From an optimization exercise on the open Yosys and OpenROAD flow, aimed at small area; shortcuts taken in it are not production practice.
RTL that was checked went through simulation tests only; none was proved equivalent to the original.
Power and IR drop assume default switching activity.

## old
## riscv32b
module riscv32b(
input clk,
input rstn,
input  [31:0] instr_in,
input  [31:0] data_in,
output [31:0] data_addr,
output [3:0]  datamem_wr,
output [31:0] instr_addr,
output [7:0]  data_out0,
output [7:0]  data_out1,
output [7:0]  data_out2,
output [7:0]  data_out3
);
clock: 10.0 ns
lec_check: 0
cap_margin: 20
core_margin: 2
core_utilization: 40
slew_margin: 20
run.sh (not shown) runs the stock make flow with config.mk's settings and CLKGATE_MAP_FILE= SYNTH_SCRIPT=/design/flow/synth_recipe.tcl, a recipe that flattens the netlist after the stock synthesis.
Here is what was changed in the inputs of new compared with old.
--- a/flow/design.v
+++ b/flow/design.v
@@ -11,30 +11,30 @@
 output [7:0]  data_out2,
 output [7:0]  data_out3
 );
 reg [31:0] pc;
 reg [31:0] instr_reg;
 reg [31:0] pc_if2id;
 reg [31:0] pc_next1;
-reg [31:0] pc_prev1, pc_prev2, pc_prev3;    
+reg [31:0] pc_prev1, pc_prev2, pc_prev3;
 reg cpu_wait, branch_encountered, branch_predicted, branch_predicted_d1, branch_predicted_d2;
 reg        jal, jalr;
 reg [2:0]  branch_cntr;
 reg [31:0] pc_id2exe;
 reg        reg_write;
 reg [1:0]  memtoreg_id2exe;
 reg [1:0]  st_cntr_id2exe;
 reg [2:0]  ld_cntr_id2exe;
 reg [1:0]  alu_a, alu_b;
 reg [3:0]  alu_cntr;
 reg [31:0] imm;
 reg [4:0]  wr_addr_id2exe;
 reg        isload_id2exe;
 reg [31:0] rs1_q;
-reg [31:0] rs2_q;
+reg [4:0]  rs2a_q;
 reg        stall1, stall2;
 reg [1:0]  memtoreg_exe2lsu;
 reg [2:0]  ld_cntr_exe2lsu;
 reg [1:0]  st_cntr_exe2lsu;
 reg        ov_flag;
 reg [31:0] alu_result;
 reg [31:0] rs2_exe2lsu;
@@ -91,15 +91,15 @@
       branch_predicted_d2 <= 0;
    end else begin
       if (branchcnt && !branch_predicted_d1) begin
          pc_next1 <= t2;
          branch_encountered <= 1'b1;
       end
       if (exe_wait) begin
-         pc <= pc_prev3;
+         pc <= pc_prev3 + 32'd4;
          branch_predicted <= 1'b0;
          branch_predicted_d1 <= 1'b0;
          branch_predicted_d2 <= 1'b0;
       end else begin
          if (bpu_branch) begin
             pc <= bpu_addr;
             branch_predicted <= 1'b1;
@@ -117,15 +117,15 @@
          branch_predicted_d2 <= branch_predicted_d1;
       end
       if (!pc_error) instr_reg <= instr_in;
       cpu_wait <= pc_error;
    end
 end
 always @(posedge clk) begin
-   pc_prev1 <= t4;
+   pc_prev1 <= pc;
    pc_prev2 <= pc_prev1;
    pc_prev3 <= pc_prev2;
    if (!pc_error) pc_if2id <= pc;
 end
 wire [31:0] Uimm  = {instr_reg[31:12], 12'b0};
 wire [31:0] Iimm  = {{20{instr_reg[31]}}, instr_reg[31:20]};
 wire [31:0] SBimm = {{20{instr_reg[31]}}, instr_reg[7], instr_reg[30:25], instr_reg[11:8], 1'b0};
@@ -264,21 +264,21 @@
          {reg_write,memtoreg_id2exe,st_cntr_id2exe,ld_cntr_id2exe,alu_a,alu_b,alu_cntr} <= 16'd0;
          imm <= 32'd0;
       end
       endcase
    end
 end
 wire [31:0] rf_rd1 = (rs1_addr == 5'd0) ? 32'd0 : rf[rs1_addr];
-wire [31:0] rf_rd2 = (rs2_addr == 5'd0) ? 32'd0 : rf[rs2_addr];
+wire [31:0] rf_rd2 = (rs2a_q == 5'd0) ? 32'd0 : rf[rs2a_q];
 always @(posedge clk) begin
    rs1_q  <= rstn ? rf_rd1 : 32'd0;
-   rs2_q  <= rstn ? rf_rd2 : 32'd0;
+   rs2a_q <= rs2_addr;
 end
 wire [31:0] rs1_fwd = rs1_hazard[0] ? alu_result : rs1_hazard[1] ? memtoreg_data_DH : rs1_q;
-wire [31:0] rs2_fwd = rs2_hazard[0] ? alu_result : rs2_hazard[1] ? memtoreg_data_DH : rs2_q;
+wire [31:0] rs2_fwd = rs2_hazard[0] ? alu_result : rs2_hazard[1] ? memtoreg_data_DH : rf_rd2;
 reg [31:0] opa, opb;
 always @(*) begin
    case (alu_a)
       2'b01: opa = 32'd0;
       2'b10: opa = pc_id2exe;
       default: opa = rs1_fwd;
    endcase
Notes after the runs:
TritonCTS sink count sits lower in new than in old. Die area: new vs old — no meaningful difference. First-pass GRT wire length, new and old, lower one = old. old → new: detailed-route via count +1688; met2 wirelength from detailed routing +about 5%; final period utilization +26 points; synthesized cell count +256; part of the total power dissipated in the clock network -1.7 points. In new, switching power as a share of total power is higher than in old. Compared with old, maximum clock frequency in new decreased by more than a quarter. Diff new and old: setup slack higher in old. Delta(data arrival time of the critical path, new - old) > 0.
Only the layout flow was run in new; the RTL was not checked for function there.

[separate check: timing with driven ports]
No port has a modelled driver above. Below, the same layouts with a new extraction and two added sets of constraints.
Step 1: set_driving_cell puts a clkbuf_16 on clk and a buf_2 on each other input, an assumption about the parent block.
Step 2 times the ports against the registers' clock, not the clock port: input delays grow and output delays shrink by t, the midpoint of the rising clock arrivals with the driver on.
Three values: ideal ports, drivers, drivers and shift; two values: the first two.
run | t, ns | slack for setup (ns) | worst setup path at the end
old | 0.931 | 2.828 / 2.828 / 2.828 | register to register
new | 0.932 | 0.255 / 0.255 / 0.255 | register to register
After both steps every run listed still meets setup and hold.
